Background: an optimization exercise with open tools, aiming at small area and a short achievable clock period. Do not read the settings as production practice. Where RTL was checked, it was by simulation tests only, not by an equivalence proof against the original. Only the layout flow was run in runs 2 and 3; the RTL was not checked for function there.

==> flow/design.v (outline; a module is shown in full before it is edited, if it fits) <==
// module ConvEngine: 967 lines
module ConvEngine (
    input         clk,
    input         rst,
    input  [31:0] DMAport,
    input         acc_enable,
    input         acc_clear,
    output [31:0] result
);
  // ...
==> flow/run.sh <==
#!/bin/bash
# synth_recipe.tcl (not shown) runs the flow's synth.tcl, then flattens the netlist and writes it again
# the make line also repeats each setting of config.mk as NAME=value (left out here)
make -C /OpenROAD-flow-scripts/flow DESIGN_CONFIG=/design/flow/config.mk WORK_HOME=/design/flow/orfs CLKGATE_MAP_FILE= SYNTH_SCRIPT=/design/flow/synth_recipe.tcl finish
==> flow/config.mk <==
export PLATFORM = sky130hd
export DESIGN_NAME = ConvEngine
export DESIGN_NICKNAME = ConvEngine
export VERILOG_FILES = /design/flow/design.v
export SDC_FILE = /design/flow/constraint.sdc
export NUM_CORES = 4
export LEC_CHECK = 0
export ABC_CLOCK_PERIOD_IN_PS = 2500
export CAP_MARGIN = 20
export CORE_MARGIN = 2
export CORE_UTILIZATION = 40
export CTS_BUF_LIST = sky130_fd_sc_hd__clkbuf_8
export SETUP_SLACK_MARGIN = 4.5
export SLEW_MARGIN = 20
==> flow/constraint.sdc <==
create_clock -name core_clock -period 10.0 [get_ports {clk}]
set_input_delay 2.0000 -clock core_clock [delete_from_list [all_inputs] [get_ports {clk}]]
set_output_delay 2.0000 -clock core_clock [all_outputs]
set_load 0.01 [all_outputs]
==> metrics.yaml, run 1 <==
floorplan:
  dieArea_um2: 50470
  num_tap_cells: 615
  die_h_um: 224.7
critical_path:
  critPathKind: "reg -> out"
  path_delay_family: "compound AO/OA/AOI/OAI gates"
  cp.buffers_inverters: 2
  endpoint_kind: "output port"
  worstSetupStartpointType: "register"
global_route:
  use_met2_pct: 29.40
  met1_usage_pct: 25.43
timing:
  hold_slack_ps: 447.8
  slew_violations: 0
  fin_crit_sh_pct: 53.72
  layout_setup_ws_ps: 4628
  skew_ps: 40.82
  fmax_ghz: 0.1862
synth:
  ys_ff_latch: 300
  yosysWarningCount: 1
  yosys.area.top_type: "edfxtp_1"
  synth_cell_types: 76
finish:
  nets: 2063
  mostFrequentLayoutCells: "inv_1, edfxtp_1, fa_1"
  multi_input_area_um2: 10390
  clk_share_pct: 5.031
  seqCellArea_um2: 8280
  final_common_cell: "inv_1"
  seq_cells: 300
route:
  wl_met3_mm: 1.881
  drt_iter0_drc: 1014
  routed-wl-met2_mm: 21.38
  vias: 13090
job:
  drv_cap: 0
placement:
  dpl_worst_slack_ps: 4321
  place_area_um2: 20660
cts:
  post_cts.repair.setup_buffers: 27
  clock_path_buffers: 3
  cts_tree: "yes"
  clk_latency_ps: 660
run_status:
  status: "no timing/DRC/antenna violations"
==> inputs of run 2 (changes only) <==
--- a/flow/design.v
+++ b/flow/design.v
@@ -932,30 +932,40 @@
   wire n846 = n814 & n804;
   wire n847 = n815 | (n816 & n803);
   wire n848 = n816 & n804;
   wire n849 = n817 | (n818 & n803);
   wire n850 = n818 & n804;
   wire n851 = n819 | (n820 & n803);
   wire n852 = n820 & n804;
   wire [31:0] result_sum = {(acc_p[31] ^ n849), (acc_p[30] ^ n847), (acc_p[29] ^ n845), (acc_p[28] ^ n843), (acc_p[27] ^ n841), (acc_p[26] ^ n839), (acc_p[25] ^ n837), (acc_p[24] ^ n835), (acc_p[23] ^ n833), (acc_p[22] ^ n831), (acc_p[21] ^ n829), (acc_p[20] ^ n827), (acc_p[19] ^ n825), (acc_p[18] ^ n823), (acc_p[17] ^ n821), (acc_p[16] ^ n803), (acc_p[15] ^ n801), (acc_p[14] ^ n799), (acc_p[13] ^ n797), (acc_p[12] ^ n795), (acc_p[11] ^ n793), (acc_p[10] ^ n791), (acc_p[9] ^ n789), (acc_p[8] ^ n763), (acc_p[7] ^ n761), (acc_p[6] ^ n759), (acc_p[5] ^ n757), (acc_p[4] ^ n727), (acc_p[3] ^ n725), (acc_p[2] ^ n693), (acc_p[1] ^ acc_g[0]), acc_p[0]};
-  reg  [17:0] X, Y;
-  wire [2:0] lc = ~(lr | lrn);                      
-  wire       c_in_x = (lc[0] | (lc[1] & lrn[2]));   
-  wire [17:0] pc = c_in_x ? X : Y;
-  wire       a_low = (lr[0] | (lr[1] & lc[2]));     
+  reg  [17:0] W, V;
+  reg  [2:0]  wrow;
+  reg         wv, vv;
+  wire        lchg = (lrn != lr);
+  wire        v_from_w = ~|(wrow & lrn);           
+  always @(posedge clk) begin
+    if (lchg) begin
+      W <= dres;
+      V <= v_from_w ? W : V;
+    end
+  end
   always @(posedge clk or posedge rst) begin
     if (rst) begin
-      X <= 18'h20000;
-      Y <= 18'h20000;
-    end else if (lrn != lr) begin
-      X <= a_low ? dres : pc;
-      Y <= a_low ? pc : dres;
+      wrow <= 3'b010;
+      wv <= 1'b0;
+      vv <= 1'b0;
+    end else if (lchg) begin
+      wrow <= lr;
+      wv <= 1'b1;
+      vv <= v_from_w ? wv : vv;
     end
   end
+  wire [17:0] X = {W[17] | ~wv, W[16:0] & {17{wv}}};
+  wire [17:0] Y = {V[17] | ~vv, V[16:0] & {17{vv}}};
   always @(posedge clk or posedge rst) begin
     if (rst) begin
       acc_p <= 32'd0;
       acc_g <= 32'd0;
     end else if (acc_clear) begin
       acc_p <= 32'd0;
       acc_g <= 32'd0;
     end else if (acc_enable) begin
==> run 2 against run 1 <==
Effect of this change:
- still clean
- final cell count is 3.8% lower
- global-route usage down 0.15 points
- non-clock buffer count up 6
- critical path depth fell by 4
- sequential cell count rose by 5
- highest routed layer unchanged
==> metrics.yaml, run 2 <==
global_route:
  antenna_found_initial: 0  # unchanged
  grt_pass1_vias: 12840  # was 13300
  grt_max_degree: 76  # was 75
  grtUsageTotal_pct: 18.11  # was 18.26%
  overflow: 0  # unchanged
  grt_pass1_wl_mm: 71.36  # was 72.80 mm
placement:
  numPlacedInstances: 2212  # was 2319
  place_area_um2: 20550  # was 20660 um^2
  dpl_worst_slack_ps: 3968  # was 4321 ps
  place_hpwl_mm: 30.58  # was 32.49 mm
  io_buffer_count: 63  # unchanged
  gp_congestion: 0.8643  # was 0.8839
floorplan:
  die_width_um: 224.1  # was 224.7 um
  initial_utilization_pct: 40.59  # was 40.62%
  io_pins: 68  # unchanged
  row_count: 80  # unchanged
  core_um2: 47750  # was 47950 um^2
  dieArea_um2: 50230  # was 50470 um^2
  die_h_um: 224.1  # was 224.7 um
critical_path:
  endpoint_kind: "output port"  # unchanged
  slowest_stage: "clkdlybuf4s50_1"  # was dfrtp_2
  cp.buffers_inverters: 2  # unchanged
  worstReg2RegStart: "bo[1]"  # was XP[20]
  critPathRequiredTime_ps: 8000  # about the same
  critPathKind: "reg -> out"  # unchanged
  path_delay_family: "compound AO/OA/AOI/OAI gates"  # unchanged
  cp.arrival_ps: 3390  # was 3370 ps
  worstSetupStartpointType: "register"  # unchanged
  cp_cell_sequence: "ha_1, a311o_1, a311o_1, buf_4, and2_1, a211o_1, ha_1, clkdlybuf4s50_1"  # was ha_1, or2_2, o2111ai_2, o211ai_1, a41oi_2, buf_6, nor2b_1, a211o_1, ha_1, nor2_1, xnor2_1, clkdlybuf4s15_2
  startpoint: "acc_p[3]"  # was acc_p[5]
  path_max_fanout: 3  # unchanged
  crit_path_max_incr_delay_ps: 530  # was 400 ps
cts:
  clock_path_buffers: 3  # unchanged
  htreeDepth: 2  # unchanged
  cts_buffers: 51  # unchanged
  clk_latency_ps: 640  # was 660 ps
  cts_sinks: 305  # was 300
  cts.clk_slew.worst_paths_ps: 60  # about the same
  root_buffer: "clkbuf_8"  # unchanged
  cts_tree: "yes"  # unchanged
  holdBufCountCts: 0  # unchanged
synth:
  synth_cell_types: 65  # was 76
  avgSynthCellArea_um2: 12.00  # was 11.28 um^2
  synth-main-ff-cell: "edfxtp_1"  # was dfrtp_1
  ys_top_cells_by_count: "inv_1, edfxtp_1, fa_1"  # was inv_1, a22oi_1, dfrtp_1
  synth_xor_area_share_pct: 7.411  # was 7.465%
  syn_nets: 1889  # was 2003
  yosys-top-cells-area: "edfxtp_1, dfrtp_1, fa_1"  # unchanged
  netlist.area_leader.share_pct: 27.89  # was 22.20%
  synth-seq-area-share_pct: 44.08  # was 42.30%
  yosys.area.top_type: "edfxtp_1"  # unchanged
  syn_area_um2: 19380  # was 19480 um^2
  syn_inst: 1615  # was 1726
  synth_top_family_by_area: "adder cells"  # unchanged
  post-synth-top-count-cell: "inv_1"  # unchanged
  synth-simple-area-share_pct: 6.972  # was 7.439%
  synth-async-reset-ratio_pct: 40.98  # was 52.00%
  ys_ff_latch: 305  # was 300
  synth_compound_area_share_pct: 12.29  # was 13.93%
  synth-edff-count: 180  # was 144
  synthAdderAreaFrac_pct: 20.98  # was 21.07%
  yosysWarningCount: 1  # unchanged
  synthMuxAreaShare_pct: 2.685  # was 2.171%
min_path:
  hold_class: "reg -> reg"  # unchanged
  min_from: "W[4]"  # was R0[0]
timing:
  setup_viol: 0  # unchanged
  setup_tns_ps: 0  # unchanged
  hold_viol: 0  # unchanged
  slew_violations: 0  # unchanged
  fin_crit_sh_pct: 53.93  # was 53.72%
  fmax_ghz: 0.1854  # was 0.1862 GHz
  layout_setup_ws_ps: 4607  # was 4628 ps
  tightest_slew_ps: 1043  # was 974.4 ps
  skew_ps: 29.07  # was 40.82 ps
  maxSlewHeadroom_pct: 30.47  # was 35.04%
  rsz0062_at_grt: "true"  # unchanged
  min_period_ps: 5393  # was 5372 ps
run_status:
  status: "no timing/DRC/antenna violations"  # unchanged
route:
  drt_iter0_drc: 878  # was 1014
  vias: 12280  # was 13090
  wl_per_cell_um: 18.75  # was 18.54 um
  drt_pass1_iterations: 6  # was 5
  routed_wl_mm: 44.06  # was 45.30 mm
  ant_nets: 0  # unchanged
  viasPerCell: 5.224  # was 5.356
  drc: 0  # unchanged
finish:
  regMostFlops: "acc_p"  # unchanged
  nets: 1965  # was 2063
  multi_input_area_um2: 10060  # was 10390 um^2
  drive_gt1_share_pct: 14.99  # was 13.24%
  synthToLayoutAreaGrowth_pct: 14.94  # was 14.02%
  fin_cells: 2350  # was 2443
  largest_reg_flops: 32  # unchanged
  stdcell_area_um2: 22280  # was 22210 um^2
  nFillCells: 4376  # was 4359
  seqCellArea_um2: 8606  # was 8280 um^2
  final_common_cell: "inv_1"  # unchanged
  mostFrequentLayoutCells: "inv_1, edfxtp_1, fa_1"  # unchanged
job:
  drv_cap: 0  # unchanged
-- run 2: changes by cell type in the layout (fill, tap and decap cells not counted), sizes merged, moves of 23 or more --
cell,previous run,this run
dfrtp,147,117
a221o,5,47
and2,5,42
nand2,98,50
a22o,20,50
nor2,107,84
a22oi,148,85
edfxtp,144,180
a21oi,59,28
-- run 2: final timing paths --
kind                             end  slack (ps)  depth (start not counted)
setup / recovery           result[8]        4610                          8
hold / removal                  V[4]         440                          0
setup reg to reg               W[17]        4640                         19
hold reg to reg                 V[4]         440                          0
max in group asynchronous      bn[1]        6710                          3
min in group asynchronous         vv        1810                          2
-- run 2: worst register-to-register path: cells and delay by family (launching register included) --
kind,cells,cell delay [ps]
compound gates,7,1480
simple gates,1,180
flops,1,460
fa+ha+maj,6,2680
xor+xnor,1,100
buf+inv,4,210
-- run 2: per-layer routing --
layer	vias to the layer above	part of all wire, %	track usage [%]
met1	6182	45	25.27
met4	0	2.1	5.269
met3	57	4.3	2.715
li1	5768	-	-
met2	269	48	29.38
met5	-	0	0
-- run 2: area by class of cell --
class,instances,share of cell area [%]
Multi-Input combinational cell,1030,45.15
Sequential cell,305,38.63
Antenna cell,1,0.01123
Clock buffer,67,4.139
Clock inverter,29,0.9491
Inverter,187,3.162
Timing Repair Buffer,116,4.504
Tap cell,615,3.454
-- run 2: cells by family after synthesis --
logic type / after synthesis
xor gates and xnor gates: 164
buffers and inverters: 281
and+or+nand+nor: 270
muxes: 51
adders and majority gates: 238
AOI/OAI and AO/OA: 306
DFF: 305
-- run 2: what timing repair did --
action / in CTS / in global routing
cloned: 1 / 0
resized for setup: 94 / 34
endpoints found under the setup margin: 25 / 13
pin swaps: 14 / 16
buffers inserted: 35 / 5
-- run 2: through the flow --
step | util (%) | hold slack [ps]
after floorplan | - | 417.4
after global placement | 43.05 | 421.8
after detailed placement | 43.05 | 425.4
after CTS | 46.39 | 440.6
after global routing | 46.66 | 443.6
final | 46.66 | 440.3
==> inputs of run 3 (changes only) <==
==> flow/flow/run.sh (new file) <==
#!/bin/bash
# The standard layout, with plain buffers (not delay cells) on the ports.
set -euo pipefail
bash standard.sh "BUFFER_PORTS_ARGS=-buffer_cell sky130_fd_sc_hd__buf_2" finish > flow_make.log 2>&1
==> flow/standard.sh (new file) <==
#!/bin/bash
# synth_recipe.tcl (not shown) runs the flow's synth.tcl, then flattens the netlist and writes it again
# the make line also repeats each setting of config.mk as NAME=value (left out here)
make -C /OpenROAD-flow-scripts/flow DESIGN_CONFIG=/design/flow/config.mk WORK_HOME=/design/flow/orfs CLKGATE_MAP_FILE= SYNTH_SCRIPT=/design/flow/synth_recipe.tcl "${@:-finish}"
--- a/flow/config.mk
+++ b/flow/config.mk
@@ -6,9 +6,9 @@
 export NUM_CORES = 4
 export LEC_CHECK = 0
-export ABC_CLOCK_PERIOD_IN_PS = 2500
+export ABC_CLOCK_PERIOD_IN_PS = 1000
 export CAP_MARGIN = 20
 export CORE_MARGIN = 2
 export CORE_UTILIZATION = 40
 export CTS_BUF_LIST = sky130_fd_sc_hd__clkbuf_8
-export SETUP_SLACK_MARGIN = 4.5
+export SETUP_SLACK_MARGIN = 5
 export SLEW_MARGIN = 20
removed: flow/run.sh
==> run 3 against run 2 <==
Effect of this change:
- sequential share of layout area grew 0.19 points
- via count is 0.28% higher
- die area unchanged
- still clean
- fmax up 0.65%
- largest cell class unchanged
==> metrics.yaml, run 3 <==
finish:
  utilization_pct: 46.47  # was 46.66%
  final_common_cell: "inv_1"  # unchanged
  drive_gt1_share_pct: 20.62  # was 14.99%
  diodes: 0  # was 1
  regMostFlops: "acc_p"  # unchanged
  nets: 1981  # was 1965
  stdcell_area_um2: 22190  # was 22280 um^2
  synthToLayoutAreaGrowth_pct: 14.48  # was 14.94%
  largest_reg_flops: 32  # unchanged
  mostFrequentLayoutCells: "inv_1, edfxtp_1, fa_1"  # unchanged
  nFillCells: 4340  # was 4376
route:
  drc: 0  # unchanged
  routed_wl_mm: 44.48  # was 44.06 mm
  drt_pass1_iterations: 5  # was 6
  ant_nets: 0  # unchanged
  vias: 12310  # was 12280
  wl_per_cell_um: 18.80  # was 18.75 um
  drt_iter0_drc: 819  # was 878
  viasPerCell: 5.203  # was 5.224
placement:
  place_hpwl_mm: 31.00  # was 30.58 mm
  io_buffer_count: 63  # unchanged
  dpl_worst_slack_ps: 4322  # was 3968 ps
  gp_congestion: 0.8558  # was 0.8643
  place_area_um2: 20350  # was 20550 um^2
synth:
  yosys.area.top_type: "edfxtp_1"  # unchanged
  syn_inst: 1615  # unchanged
  synth-async-reset-ratio_pct: 40.98  # unchanged
  synth_cell_types: 65  # unchanged
  syn_nets: 1889  # unchanged
  netlist.area_leader.share_pct: 27.89  # unchanged
  yosysWarningCount: 1  # unchanged
  ys_ff_latch: 305  # unchanged
  ys_top_cells_by_count: "inv_1, edfxtp_1, fa_1"  # unchanged
  post-synth-top-count-cell: "inv_1"  # unchanged
  syn_area_um2: 19380  # unchanged
  synth-seq-area-share_pct: 44.08  # unchanged
  synth-main-ff-cell: "edfxtp_1"  # unchanged
  yosys-top-cells-area: "edfxtp_1, dfrtp_1, fa_1"  # unchanged
  avgSynthCellArea_um2: 12.00  # unchanged
  synth-edff-count: 180  # unchanged
critical_path:
  worstSetupStartpointType: "register"  # unchanged
  critPathKind: "reg -> reg"  # was reg -> out
  worstReg2RegStart: "XP[11]"  # was bo[1]
  path_max_fanout: 4  # was 3
  endpoint_kind: "register"  # was output port
  critPathRequiredTime_ps: 10370  # was 8000 ps
  cp.arrival_ps: 5730  # was 3390 ps
  startpoint: "XP[11]"  # was acc_p[3]
floorplan:
  io_pins: 68  # unchanged
  die_h_um: 224.1  # unchanged
  row_count: 80  # unchanged
  core_um2: 47750  # unchanged
  initial_utilization_pct: 40.59  # unchanged
  dieArea_um2: 50230  # unchanged
  die_width_um: 224.1  # unchanged
global_route:
  grt.busiest_layer: "met2"  # unchanged
  met1_usage_pct: 24.20  # was 25.27%
  grt_pass1_wl_mm: 71.88  # was 71.36 mm
  grtUsageTotal_pct: 18.21  # was 18.11%
  overflow: 0  # unchanged
  grt_use_met3_pct: 2.846  # was 2.715%
  antenna_found_initial: 0  # unchanged
  grt_max_degree: 76  # unchanged
  use_met2_pct: 30.72  # was 29.38%
  grt_pass1_vias: 13190  # was 12840
timing:
  maxSlewHeadroom_pct: 29.54  # was 30.47%
  slew_violations: 0  # unchanged
  hold_viol: 0  # unchanged
  setup_tns_ps: 0  # unchanged
  setup_viol: 0  # unchanged
  skew_ps: 20.33  # was 29.07 ps
  rsz0062_at_grt: "true"  # unchanged
  fin_crit_sh_pct: 53.58  # was 53.93%
  fmax_ghz: 0.1866  # was 0.1854 GHz
  layout_setup_ws_ps: 4642  # was 4607 ps
  min_period_ps: 5358  # was 5393 ps
  tightest_slew_ps: 1057  # was 1043 ps
job:
  drv_cap: 0  # unchanged
cts:
  clock_path_buffers: 3  # unchanged
  cts.clk_slew.worst_paths_ps: 60  # about the same
  cts_tree: "yes"  # unchanged
  htreeDepth: 2  # unchanged
  holdBufCountCts: 0  # unchanged
  cts_buffers: 52  # was 51
  root_buffer: "clkbuf_8"  # unchanged
  cts_sinks: 305  # unchanged
  clk_latency_ps: 630  # was 640 ps
run_status:
  status: "no timing/DRC/antenna violations"  # unchanged
min_path:
  hold_class: "reg -> reg"  # unchanged
  min_from: "W[11]"  # was W[4]
## run 3: cell counts after synthesis
No cell type changed its count.
## run 3: through the flow
step	hold WS, ps	instances
final	438.0	2366
after global routing	460.8	2366
after CTS	440.0	2360
after detailed placement	430.2	2214
after global placement	422.4	2214
after floorplan	417.4	1615
## run 3: area by class of cell
type                            instances  area [um^2]  area share (%)
Timing Repair Buffer                  132        857.1           3.863
Tap cell                              615        769.5           3.468
Clock inverter                         38        197.7          0.8909
Inverter                              187        705.7           3.180
Clock buffer                           60        825.8           3.722
Sequential cell                       305         8612           38.81
Multi-Input combinational cell       1029        10220           46.06
## run 3: logic make-up after synthesis
family / after synthesis / share of synthesized area (%)
buffers and inverters: 281 / 5.584
muxes: 51 / 2.685
DFF: 305 / 44.08
adders and majority gates: 238 / 20.98
and+or+nand+nor: 270 / 6.972
xor gates and xnor gates: 164 / 7.411
AOI/OAI and AO/OA: 306 / 12.29
## run 3: worst paths after layout
kind | endpoint | slack [ps] | cells past startpoint
worst max-delay path | W[17] | 4640 | 19
worst min-delay path | V[11] | 440 | 0
worst max register to register | W[17] | 4640 | 19
worst min register to register | V[11] | 440 | 0
max in group asynchronous | bn[1] | 6860 | 4
min in group asynchronous | vv | 1580 | 3
## run 3: layer usage
metal,up-vias,share of wire [%]
met1,6167,45
met5,-,0
li1,5805,-
met3,66,4.0
met2,272,49
met4,0,2.3
## run 3: worst max-delay path, stage by stage (launching register included)
cell,delay (ps)
dfrtp_2,400
buf_4,130
a22oi_2,150
xor2_1,210
fa_1,510
fa_1,530
inv_2,50
fa_2,380
fa_1,490
inv_1,50
fa_2,540
inv_2,60
ha_4,160
a21oi_4,150
nor3b_2,180
o211ai_1,180
a311o_1,400
a31oi_2,240
o21bai_2,130
a21o_1,170
## run 3: repair_timing
action                     4_1_cts  5_1_grt
gates cloned                     1        0
setup endpoints to repair       35       41
pin swaps                       52       30
setup buffers                   47        6
gates resized for setup        101       33

## static timing again, ports no longer ideal
The results above use ideal ports. As a check the final layouts listed here were re-extracted and re-timed, cells and wires unchanged.
Step 1 assumes that a clkbuf_16 drives the clock port and a buf_2 every other input.
Step 2 moves the port delays by t, midway between the first and last clock arrival at a register: inputs arrive t later, outputs are due t later. That takes back most of the time a late clock gives input paths.
a / b / c = ideal ports / drivers / drivers and shift; a / b = the first two.
| run | t (ns) | setup slack, ns | hold WS [ns] | worst setup path at the end | cell pins on the clock port's net |
|---|---|---|---|---|---|
| run 1 | 0.697 | 4.628 / 4.574 / 4.467 | 0.448 / 0.448 / 0.448 | input to register | 1 |
| run 2 | 0.678 | 4.607 / 4.555 / 4.558 | 0.440 / 0.440 / 0.440 | input to register | 1 |
| run 3 | 0.675 | 4.642 / 4.611 / 4.642 | 0.438 / 0.438 / 0.438 | register to register | 1 |
After both steps every run listed still meets setup and hold. The setup slack of run 1, which loses most, moves by -0.054 ns with the drivers and by -0.161 ns with both steps.
